From an optimization exercise on the open Yosys and OpenROAD flow, aimed at small area; shortcuts taken in it are not production practice.
Function was checked by simulation only, so behaviour that the tests miss may differ from the original.
No activity file was given, so power comes from the tool's default toggle rates.

`flow/flow/run.sh`:
```
#!/bin/bash
# Own layout flow: the standard synthesis, then its combinational logic
# re-mapped for area by ABC (registers untouched; several random seeds of
# ABC's &deepsyn, keeping the smallest netlist), then the standard layout
# with small port buffers and a clock tree without dummy loads.
set -euo pipefail
W=$PWD
R=$W/orfs/results/${FLOW_PLATFORM}/main/base
LIB=$FLOW_HOME/platforms/${FLOW_PLATFORM}/lib/sky130_fd_sc_hd__tt_025C_1v80.lib
YOSYS=yosys
if [[ -x $FLOW_HOME/../tools/install/yosys/bin/yosys ]]; then YOSYS=$FLOW_HOME/../tools/install/yosys/bin/yosys; fi

bash standard.sh synth > $W/standard_synth.log 2>&1
cp $R/1_2_yosys.v $W/std_1_2_yosys.v

resyn() {
  local s=$1
  printf 'strash\n&get -n\n&deepsyn -T 6 -S %d\n&put\nstrash\ndch\namap\n' $s > $W/deep_$s.script
  IN=$W/std_1_2_yosys.v OUT=$W/resyn_$s.v LIB=$LIB SCRIPT=$W/deep_$s.script \
    $YOSYS -c $W/flow/resyn.tcl > $W/resyn_yosys_$s.log 2>&1 || true
}
for b in $(seq 0 9); do
  for s in $(seq $((b*4)) $((b*4+3))); do resyn $s & done
  wait
done

best=""; best_area=""
for s in $(seq 0 39); do
  if [[ -s $W/resyn_$s.v && -s $W/resyn_$s.v.stat ]]; then
    a=$(awk '/Chip area for module/{print $NF}' $W/resyn_$s.v.stat)
    echo "seed $s area $a" >> $W/resyn_choice.log
    if [[ -z "$best" ]] || awk "BEGIN{exit !($a < $best_area)}"; then best=$s; best_area=$a; fi
  fi
done
echo "chosen seed ${best:-none} area ${best_area:-none}" >> $W/resyn_choice.log
if [[ -n "$best" ]]; then
  cp $W/resyn_$best.v $R/1_2_yosys.v
fi
rm -f $R/1_synth.odb $R/1_synth.sdc

# port buffers: the smallest buffer; clock tree: no dummy loads
bash standard.sh "BUFFER_PORTS_ARGS=-buffer_cell sky130_fd_sc_hd__buf_1" \
  "CTS_ARGS=-sink_clustering_enable -repair_clock_nets -dont_use_dummy_load -buf_list sky130_fd_sc_hd__clkbuf_8" \
  finish > $W/standard_layout.log 2>&1
```
`flow/flow/resyn.tcl`:
```
# Re-maps the combinational logic of the standard synthesis netlist with a
# stronger ABC script; flip-flops (blackboxed here) keep their cells and names.
# env: IN OUT LIB SCRIPT
yosys -import
set lib $::env(LIB)
read_liberty -ignore_miss_func $lib
foreach m [list sky130_fd_sc_hd__dfrtp_1 sky130_fd_sc_hd__dfrtp_2 sky130_fd_sc_hd__dfrtp_4 sky130_fd_sc_hd__dfstp_1 sky130_fd_sc_hd__dfstp_2 sky130_fd_sc_hd__dfstp_4 sky130_fd_sc_hd__dfxtp_1 sky130_fd_sc_hd__dfxtp_2 sky130_fd_sc_hd__dfxtp_4 sky130_fd_sc_hd__edfxtp_1 sky130_fd_sc_hd__dfrbp_1 sky130_fd_sc_hd__dfrbp_2 sky130_fd_sc_hd__dfsbp_1 sky130_fd_sc_hd__dfsbp_2 sky130_fd_sc_hd__dfxbp_1 sky130_fd_sc_hd__dfxbp_2 sky130_fd_sc_hd__edfxbp_1 sky130_fd_sc_hd__dfbbp_1 sky130_fd_sc_hd__dfbbn_1 sky130_fd_sc_hd__dfbbn_2 sky130_fd_sc_hd__dfrtn_1 sky130_fd_sc_hd__conb_1] {
  blackbox $m
}
read_verilog $::env(IN)
hierarchy -top main
flatten
opt -purge
abc -script $::env(SCRIPT) -liberty $lib -dont_use *lpflow* -dont_use *probe* -dont_use *_fa_* -dont_use *_ha_* -dont_use *_fah_* -dont_use *_bleeder*
opt_clean -purge
hilomap -singleton -hicell sky130_fd_sc_hd__conb_1 HI -locell sky130_fd_sc_hd__conb_1 LO
insbuf -buf sky130_fd_sc_hd__buf_4 A X
opt_clean -purge
tee -o $::env(OUT).stat stat -liberty $lib
write_verilog -noattr -nohex -nodec $::env(OUT)
```
`flow/standard.sh`:
```
#!/bin/bash
# synth_recipe.tcl (not shown) runs the flow's synth.tcl, then flattens the netlist and writes it again
# the make line also repeats each setting of config.mk as NAME=value (left out here)
make -C /OpenROAD-flow-scripts/flow DESIGN_CONFIG=/design/flow/config.mk WORK_HOME=/design/flow/orfs CLKGATE_MAP_FILE= SYNTH_SCRIPT=/design/flow/synth_recipe.tcl "${@:-finish}"
```
`flow/config.mk`:
```
export PLATFORM = sky130hd
export DESIGN_NAME = main
export DESIGN_NICKNAME = main
export VERILOG_FILES = /design/flow/design.v
export SDC_FILE = /design/flow/constraint.sdc
export NUM_CORES = 4
export LEC_CHECK = 0
export ABC_AREA = 1
export CAP_MARGIN = 20
export CORE_MARGIN = 2
export CORE_UTILIZATION = 70
export PLACE_DENSITY = 0.85
export SLEW_MARGIN = 20
```
`flow/constraint.sdc`:
```
create_clock -name core_clock -period 50.0 [get_ports {clk}]
set_input_delay 10.0000 -clock core_clock [delete_from_list [all_inputs] [get_ports {clk}]]
set_output_delay 10.0000 -clock core_clock [all_outputs]
set_load 0.01 [all_outputs]
```
`flow/design.v`:
```
module ADC_I2C
(
	input				clk_in,
	input				rst_n_in,
	output				scl_out,
	input				sda_i,
	output				sda_o,
	output				sda_oe,
	output				adc_done,
	output				adc_first,	 
	output	[7:0]		adc_data
);
	localparam IDLE = 3'd0;
	localparam MAIN = 3'd1;
	localparam START = 3'd3;
	localparam WRITE = 3'd2;
	localparam READ = 3'd6;
	localparam STOP = 3'd4;
	reg		[5:0]		lfsr;
	reg					ph;
	wire				wrap = (lfsr == 6'b100000);
	wire				tick_400k = wrap && !ph;
	always@(posedge clk_in or negedge rst_n_in) begin
		if(!rst_n_in) begin
			lfsr <= 6'd0;
			ph <= 1'b0;
		end else begin
			lfsr <= {lfsr[4:0], ~(lfsr[5] ^ lfsr[4])};
			if(wrap) ph <= ~ph;
		end
	end
	reg		[7:0]		rx_data;
	reg					sda_out_r;
	reg		[3:0]		cnt_clk;
	reg		[3:0]		cnt_bit;
	reg		[1:0]		cnt_byte;
	reg		[2:0] 		state;
	reg     [3:0]       stable_count;
	reg					scl,sda_dir;
	reg     [1:0]       sda_sample;
	assign adc_data = rx_data;
	assign adc_done = (state == STOP || state == IDLE) && cnt_bit[3];
	assign adc_first = (state == STOP) && (cnt_clk == 4'd0) && ph && (lfsr == 6'd0);
	assign scl_out = scl;
	assign sda_o = sda_out_r;
	assign sda_oe = sda_dir;
	wire sda_out = sda_dir ? sda_out_r : sda_i;
	always @(posedge clk_in or negedge rst_n_in) begin
		if(!rst_n_in)
			sda_sample <= 2'b00;
		else if(tick_400k)
			sda_sample <= {sda_sample[0], sda_out};
	end
	wire sda_stable = (sda_sample[1] == sda_sample[0]);
	wire tx_bit = (cnt_byte != 2'd2) &&
	              (cnt_bit == 4'd0 || cnt_bit == 4'd3 || (cnt_bit == 4'd7 && cnt_byte == 2'd3));
	always @(posedge clk_in) begin
		if(tick_400k && state == READ && cnt_clk == 4'd4 && cnt_bit[3] == 1'b0 &&
		   (sda_stable || stable_count >= 4'd10))
			rx_data <= {rx_data[6:0], sda_sample[0]};	 
	end
	always@(posedge clk_in or negedge rst_n_in) begin
		if(!rst_n_in) begin
			state <= IDLE;
			cnt_bit <= 4'd0;
			cnt_byte <= 2'd0;
			cnt_clk <= 4'd0;
			scl <= 1'b1;
			sda_dir <= 1'b1;
			sda_out_r <= 1'b1;
			stable_count <= 4'd0;
		end else if(tick_400k) begin
			case(state)
				IDLE: begin
					cnt_clk <= 4'd0;
					cnt_bit <= 4'd0;
					cnt_byte <= 2'd0;
					sda_dir <= 1'b1;
					sda_out_r <= 1'b1;
					scl <= 1'b1;
					state <= MAIN;
				end
				MAIN: begin
					cnt_byte <= cnt_byte + 1'b1;
					case(cnt_byte)
						2'd0: state <= START;
						2'd1: state <= WRITE;
						2'd2: state <= START;
						2'd3: begin state <= READ; cnt_byte <= 2'd3; end
					endcase
				end
				START: begin
					case(cnt_clk)
						4'd0: begin
							sda_dir <= 1'b1;
							sda_out_r <= 1'b1;
							scl <= 1'b1;
							cnt_clk <= cnt_clk + 1'b1;
						end
						4'd2: begin
							sda_out_r <= 1'b0;
							cnt_clk <= cnt_clk + 1'b1;
						end
						4'd4: begin
							scl <= 1'b0;
							cnt_clk <= 4'd0;
							state <= WRITE;
							cnt_bit <= 4'd0;
						end
						default: cnt_clk <= cnt_clk + 1'b1;
					endcase
				end
				WRITE: begin
					case(cnt_clk)
						4'd0: begin
							sda_dir <= 1'b1;
							if(cnt_bit <= 4'd7)
								sda_out_r <= tx_bit;
							else
								sda_dir <= 1'b0;
							cnt_clk <= cnt_clk + 1'b1;
						end
						4'd1: begin
							scl <= 1'b0;
							cnt_clk <= cnt_clk + 1'b1;
						end
						4'd3: begin
							scl <= 1'b1;
							cnt_clk <= cnt_clk + 1'b1;
						end
						4'd4: begin
							if((cnt_bit == 4'd8 && sda_stable && sda_sample[0] == 1'b0) || cnt_bit < 4'd8) begin
								cnt_clk <= cnt_clk + 1'b1;
							end else begin
								cnt_bit <= 4'd0;
								cnt_clk <= 4'd0;
								stable_count <= stable_count + 1'b1;
								if(stable_count >= 4'd5) begin
									state <= STOP;
									stable_count <= 4'd0;
								end
							end
						end
						4'd5: begin
							scl <= 1'b0;
							cnt_clk <= 4'd0;
							if(cnt_bit == 4'd8) begin
								cnt_bit <= 4'd0;
								state <= MAIN;
							end else
								cnt_bit <= cnt_bit + 1'b1;
						end
						default: cnt_clk <= cnt_clk + 1'b1;
					endcase
				end
				READ: begin
					case(cnt_clk)
						4'd0: begin
							sda_dir <= 1'b0;
							cnt_clk <= cnt_clk + 1'b1;
						end
						4'd1: begin
							scl <= 1'b0;
							cnt_clk <= cnt_clk + 1'b1;
						end
						4'd3: begin
							scl <= 1'b1;
							cnt_clk <= cnt_clk + 1'b1;
						end
						4'd4: begin
							if(cnt_bit <= 4'd7) begin
								if(sda_stable) begin
									cnt_clk <= cnt_clk + 1'b1;
								end else begin
									stable_count <= stable_count + 1'b1;
									if(stable_count >= 4'd10) begin
										cnt_clk <= cnt_clk + 1'b1;
										stable_count <= 4'd0;
									end
								end
							end else begin
								sda_dir <= 1'b1;
								sda_out_r <= 1'b1;
								cnt_clk <= cnt_clk + 1'b1;
							end
						end
						4'd5: begin
							scl <= 1'b0;
							cnt_clk <= 4'd0;
							if(cnt_bit == 4'd8) begin
								state <= STOP;
							end else
								cnt_bit <= cnt_bit + 1'b1;
						end
						default: cnt_clk <= cnt_clk + 1'b1;
					endcase
				end
				STOP: begin
					case(cnt_clk)
						4'd0: begin
							sda_dir <= 1'b1;
							sda_out_r <= 1'b0;
						end
						4'd1: scl <= 1'b1;
						4'd5: sda_out_r <= 1'b1;
						default: ;
					endcase
					cnt_clk <= cnt_clk + 1'b1;
					if(cnt_clk == 4'd15)
						state <= IDLE;
				end
				default: state <= IDLE;
			endcase
		end
	end
endmodule
module voltage_convert(
    input wire clk,
    input wire rst_n,
    input wire [7:0] adc_data,
    input wire adc_data_valid,
    input wire adc_data_first,      
    output reg [7:0] vcode
);
    reg [7:0] tcode;
    reg [2:0] fst;
    wire [7:0] x = adc_data ^ vcode;
    wire [8:0] xx = {1'b0, x};
    wire lowmask = (x & (x + 8'd1)) == 8'd0;
    wire [6:0] eqn = ~(vcode[7:1] ^ vcode[6:0]);      
    wire uniform = &(~xx[8:2] | eqn);
    wire topdiff = &(~(xx[7:1] & ~xx[8:2]) | ~eqn);
    wire close = !adc_data_first || (lowmask && uniform && (topdiff || x == 8'hff));
    wire [7:0] c = adc_data;
    wire [4:0] nsum = {1'b0, c[7:4]} + {1'b0, c[3:0]};
    wire m5 = (nsum == 5'd0) || (nsum == 5'd5) || (nsum == 5'd10) || (nsum == 5'd15) ||
              (nsum == 5'd20) || (nsum == 5'd25) || (nsum == 5'd30);
    wire is_table = (c >= 8'd245) || (c <= 8'd3) || (c >= 8'd125 && c <= 8'd130) ||
                    (c <= 8'd240 && m5);
    always @(posedge clk or negedge rst_n) begin
        if (!rst_n) begin
            fst <= 3'd0;
            vcode <= 8'd0;
            tcode <= 8'd0;
        end else if (!adc_data_valid) begin
            if (fst == 3'd6) fst <= 3'd5;
        end else begin
            if (close)
                fst <= (fst < 3'd4) ? fst + 3'd1 : 3'd6;
            else
                fst <= 3'd0;
            if (fst == 3'd6) begin
                if (is_table)
                    vcode <= adc_data;
                else begin
                    vcode <= tcode;
                    tcode <= adc_data;
                end
            end
        end
    end
endmodule
module lcd_1602(clk,rst_n,vcode,lcd_en,lcd_rw,lcd_rs,lcd_data);
input clk;
input rst_n;
input [7:0] vcode;
output lcd_en;
output lcd_rw;
output reg lcd_rs;
output reg [7:0] lcd_data;
reg [15:0] j;
reg h;
reg [5:0] step;
reg [7:0] cap;       
reg [3:0] dig0;      
reg [3:0] dig1;      
reg [2:0] dig2;      
wire jend = (j == 16'h3f60);
wire fb = ~(j[15] ^ j[14] ^ j[12] ^ j[3]) ^ jend;
wire wr = jend & h;
always @(posedge clk or negedge rst_n)
  if (!rst_n) begin
    j <= 16'hfd83;    
    h <= 1'b0;
    step <= 6'd0;
  end else begin
    j <= {j[14:0], fb};
    if (jend) h <= ~h;
    if (wr) step <= (step == 6'd49) ? 6'd16 : step + 6'd1;
  end
reg [1:0] delta;
always @(*)
  case (cap)
    8'd4: delta = 2'd1;
    8'd5: delta = 2'd3;
    8'd6: delta = 2'd1;
    8'd10: delta = 2'd3;
    8'd11: delta = 2'd1;
    8'd31: delta = 2'd1;
    8'd35: delta = 2'd3;
    8'd36: delta = 2'd1;
    8'd56: delta = 2'd1;
    8'd60: delta = 2'd3;
    8'd61: delta = 2'd1;
    8'd81: delta = 2'd1;
    8'd85: delta = 2'd3;
    8'd86: delta = 2'd1;
    8'd106: delta = 2'd1;
    8'd110: delta = 2'd3;
    8'd111: delta = 2'd1;
    8'd131: delta = 2'd1;
    8'd135: delta = 2'd3;
    8'd136: delta = 2'd1;
    8'd140: delta = 2'd3;
    8'd141: delta = 2'd1;
    8'd156: delta = 2'd1;
    8'd160: delta = 2'd3;
    8'd161: delta = 2'd1;
    8'd165: delta = 2'd3;
    8'd166: delta = 2'd1;
    8'd181: delta = 2'd1;
    8'd185: delta = 2'd3;
    8'd186: delta = 2'd1;
    8'd190: delta = 2'd3;
    8'd191: delta = 2'd1;
    8'd206: delta = 2'd1;
    8'd210: delta = 2'd3;
    8'd211: delta = 2'd1;
    8'd215: delta = 2'd3;
    8'd216: delta = 2'd1;
    8'd231: delta = 2'd1;
    default: delta = 2'd2;
  endcase
wire [3:0] s0 = dig0 + {2'b00, delta};
wire       c0 = (s0 >= 4'd10);
wire       c1 = c0 && (dig1 == 4'd9);
always @(posedge clk)
  if (wr && step == 6'd16) begin
    cap <= vcode;
    dig0 <= 4'd0;
    dig1 <= 4'd0;
    dig2 <= 3'd0;
  end else if (cap != 8'd0) begin
    cap <= cap - 8'd1;
    dig0 <= c0 ? s0 - 4'd10 : s0;
    if (c0) dig1 <= c1 ? 4'd0 : dig1 + 4'd1;
    if (c1) dig2 <= dig2 + 3'd1;
  end
assign lcd_en = (step < 6'd10) | ~h;
assign lcd_rw = 1'b0;
wire [10:0] digits = {dig2, dig1, dig0};
always @(*) begin
  lcd_rs = 1'b1;
  case (step)
    6'd11: begin lcd_rs = 1'b0; lcd_data = 8'h38; end
    6'd12: begin lcd_rs = 1'b0; lcd_data = 8'h08; end
    6'd13: begin lcd_rs = 1'b0; lcd_data = 8'h01; end
    6'd14: begin lcd_rs = 1'b0; lcd_data = 8'h06; end
    6'd15: begin lcd_rs = 1'b0; lcd_data = 8'h0C; end
    6'd16: begin lcd_rs = 1'b0; lcd_data = 8'h80; end
    6'd17: lcd_data = 8'h00;
    6'd18: lcd_data = "V";
    6'd19: lcd_data = "o";
    6'd20: lcd_data = "l";
    6'd21: lcd_data = "t";
    6'd22: lcd_data = "a";
    6'd23: lcd_data = "g";
    6'd24: lcd_data = "e";
    6'd25: lcd_data = " ";
    6'd26: lcd_data = {5'b00110, digits[10:8]};
    6'd27: lcd_data = ".";
    6'd28: lcd_data = {4'h3, digits[7:4]};
    6'd29: lcd_data = {4'h3, digits[3:0]};
    6'd30: lcd_data = "V";
    6'd31: lcd_data = " ";
    6'd32: lcd_data = " ";
    6'd33: begin lcd_rs = 1'b0; lcd_data = 8'hC0; end
    6'd34: lcd_data = 8'h00;
    6'd35: lcd_data = "A";
    6'd36: lcd_data = "D";
    6'd37: lcd_data = "C";
    6'd38: lcd_data = " ";
    6'd39: lcd_data = "P";
    6'd40: lcd_data = "C";
    6'd41: lcd_data = "F";
    6'd42: lcd_data = "8";
    6'd43: lcd_data = "5";
    6'd44: lcd_data = "9";
    6'd45: lcd_data = "1";
    6'd46: lcd_data = " ";
    6'd47: lcd_data = " ";
    6'd48: lcd_data = " ";
    6'd49: lcd_data = " ";
    default: begin lcd_rs = 1'b0; lcd_data = 8'h00; end
  endcase
end
endmodule
module main(
    input wire clk,
    input wire rst_n,
    output wire scl,
    input  wire sda_i,
    output wire sda_o,
    output wire sda_oe,
    output wire lcd_rs,
    output wire lcd_rw,
    output wire lcd_en,
    output wire [7:0] lcd_data
);
    wire [7:0] adc_data;
    wire       adc_data_valid;
    wire       adc_data_first;
    wire [7:0] vcode;
    ADC_I2C u_adc_i2c(
        .clk_in(clk),
        .rst_n_in(rst_n),
        .scl_out(scl),
        .sda_i(sda_i),
        .sda_o(sda_o),
        .sda_oe(sda_oe),
        .adc_done(adc_data_valid),
        .adc_first(adc_data_first),
        .adc_data(adc_data)
    );
    voltage_convert u_voltage_convert(
        .clk(clk),
        .rst_n(rst_n),
        .adc_data(adc_data),
        .adc_data_valid(adc_data_valid),
        .adc_data_first(adc_data_first),
        .vcode(vcode)
    );
    lcd_1602 u_lcd1602_display(
        .clk(clk),
        .rst_n(rst_n),
        .vcode(vcode),
        .lcd_rs(lcd_rs),
        .lcd_rw(lcd_rw),
        .lcd_en(lcd_en),
        .lcd_data(lcd_data)
    );
endmodule
```
==> run summary <==
- Post-Layout Cell Count: 750
- Sequential Power Share: between 60% and 70%
- CP required: 40.00 ns
- Synth warn: 3
- Port Buf Inserts: 15
- Max Fclk: around 78 MHz
- Clock Latency Late Sink: 0.35 ns
- VDD IR-drop max: 19.1 uV
- DP Area: approximately 5300 sq um
- Vias in the first global route: 4320
- CTS root buf: clkbuf_8
- Total congestion overflow: 0
- Hold WS: 0.361 ns
- Crit path launch type: flip-flop
- Pwr per Cell Area: 22.3 nW/um^2
- Switching Share: 20.2%
- Setup Total Neg Slack: 0 ns
- Worst R2R Path Depth: 21
- H-Tree Depth: 3
- Min-Delay Path Class: flip-flop to flip-flop
- # Post-CTS Setup Buffers: 0
- Gate power share: ~1.0%
- CTS Hold Buffers Added: 0
- Crit. End Element: output pin
- RSZ-0062 raised after global routing: no
- Final nets: between 600 and 700
- Fin worst setup slack: between 30 and 40 ns
- Arrival @ worst endpoint: 2.80 ns
- Total global routing track utilization: 31.3%
- Post-Syn Instances: 625
- Sw Pwr: 24.5 uW
- Post-cts resize count: 0
- DRT iter0 DRCs: 433
- Post-Syn Nets: 628
- Die X: ~90 microns
- Total core area: ~7200 sq um
- Placed Cells: 741
- Setup violators final: 0
- Outcome: finished clean
- Clk_skew: 0.0264 ns
- Dpl ws: 37.67 ns
- Residual DRC count: 0
- Tmin final: 12.80 ns
- Worst-Margin Slew: between 1 and 1.5 ns
- Fin util: 76.1%
- Hpwl dp: 8.71 mm
- Gp weighted congestion: around 1.1
- Post-DR wirelength/cell: about 16 microns
- Drt via density: 6.48
- Area grow syn2layout: 6.23%
- Starting Density: 71.6%
- Fin. Hold Viols: 0
- Clk network pwr share: around a third
- Boundary pin count: 17
- Post-detailed-route count of antenna-violating nets: 0
- Die Y: approximately 90 microns
- Global-route wire length before repair: 19.6 mm
- Initial antenna violation count: 0
- Final Cell Area: 5460 sq um
- Total Power: 122 uW
- Die area: 8040 sq um
- CTS tree: built
- Largest net degree at the start of global routing: 72
- Hold Crit Depth: 0
- Mean Syn Cell Area: 8.22 sq um
- Share of layout cells above drive strength 1: 3.84%
- Slew headroom: 31.1%
- Lkg Pwr: approximately 2.1 nW
- Total Routed Length: 12.0 mm
- ANT cells: 0
- Max-slew violations: 0
- Int Power: 97.0 uW
- Deepest clock path buffer count: 2
- Clk pin slew, worst setup/hold paths: 0.09 ns
- Period utilization: 25.6%
- Placement row count: 31
- Max_cap viols: 0
- CP max FO: 6
- Synth Cell Area: 5140 sq um
- Clock sink count: 98
- Setup CP Type: flip-flop to output pin
- Vias post-DR: 4860
- Drt pass-1 iters: 6
- TritonCTS Buffers: 9
==> final cells by class <==
type                    count  area (sq um)
flip-flops and latches     98          2490
fillers                   516          1720
clock buffers               9           124
repair buffers             17          72.6
inverters                  75           282
multi-input cells         452          2360
well taps                  99           124
==> power groups by stage <==
stage	Clock [mW]	Sequential (mW)	Combinational, mW
after floorplan	0	0.0823	0.0000622
final	0.0397	0.0807	0.00120
after CTS	0.0407	0.0807	0.00130
after global placement	0	0.0823	0.00123
after detailed placement	0	0.0823	0.00128
after global routing	0.0434	0.0807	0.00148
==> layer usage <==
metal	global-route usage, %	share of wire, %
met1	43.7	43
met4	11.3	2.4
met2	49.4	47
met5	0	0
met3	5.76	7.9
==> flip-flops by register name (all words and copies together) (netlist names) <==
name                     cells
u_adc_i2c.stable_count       4
u_adc_i2c.ph                 1
u_adc_i2c.sda_sample         2
u_adc_i2c.sda_dir            1
u_lcd1602_display.h          1
u_lcd1602_display.dig1       4
u_adc_i2c.state              3
u_lcd1602_display.dig2       3
u_lcd1602_display.step       6
u_lcd1602_display.cap        8
u_adc_i2c.lfsr               6
u_voltage_convert.fst        3
u_adc_i2c.cnt_clk            4
u_adc_i2c.cnt_byte           2
u_lcd1602_display.j         16
u_voltage_convert.vcode      8
u_adc_i2c.rx_data            8
u_adc_i2c.cnt_bit            4
u_adc_i2c.sda_out_r          1
u_lcd1602_display.dig0       4
u_adc_i2c.scl                1
u_voltage_convert.tcode      8
==> layout by cell type (no fill, tap or decap), drive strengths merged, types with 13 or more instances in the layout <==
| cell | instances |
|---|---|
| a211oi | 13 |
| a21oi | 37 |
| a22oi | 14 |
| buf | 17 |
| clkinv | 75 |
| dfrtp | 58 |
| dfstp | 13 |
| edfxtp | 16 |
| nand2 | 50 |
| nand3 | 16 |
| nor2 | 138 |
| nor3 | 32 |
| o21a | 13 |
| o21ai | 40 |
| o22ai | 19 |
==> critical path: stages, from the launching register on <==
cell and delay, ns:
dfrtp_1 0.45, clkinv_1 0.16, nor2_1 0.31, clkinv_1 0.25
nor2_1 0.39, nand2_1 0.13, nor3_1 0.15, nor2_1 0.06
o2111ai_1 0.12, a21oi_1 0.08, o21ai_0 0.18, buf_1 0.17
==> final timing paths <==
path | from | to | slack, ns
min in group asynchronous | rst_n | u_lcd1602_display.j[6] | 9.83
hold / removal | u_adc_i2c.lfsr[1] | u_adc_i2c.lfsr[2] | 0.36
max in group asynchronous | rst_n | u_adc_i2c.ph | 39.58
setup reg to reg | u_lcd1602_display.cap[7] | u_lcd1602_display.dig2[2] | 45.83
hold reg to reg | u_adc_i2c.lfsr[1] | u_adc_i2c.lfsr[2] | 0.36
setup / recovery | u_lcd1602_display.step[4] | lcd_data[2] | 37.20

-- re-timing with driven ports --
No port has a modelled driver above. Below, the same layout with a new extraction and two added sets of constraints. Step 1 assumes that a clkbuf_16 drives the clock port and a buf_2 every other input. Step 2 times the ports against the registers' clock, not the clock port: input delays grow and output delays shrink by t, the midpoint of the rising clock arrivals with the driver on. Slacks: no drivers / after step 1 / after step 2; pairs: no drivers / after step 1.
shift t [ns]: 0.373
setup WS [ns]: 37.201 / 37.168 / 37.541
hold slack, ns: 0.361 / 0.361 / 0.361
worst setup path at the end: register to output
slew at the worst register clock pin (ns): 0.09 / 0.09
After both steps this run still meets setup and hold. The setup slack of this run moves by -0.033 ns with the drivers and by +0.340 ns with both steps.
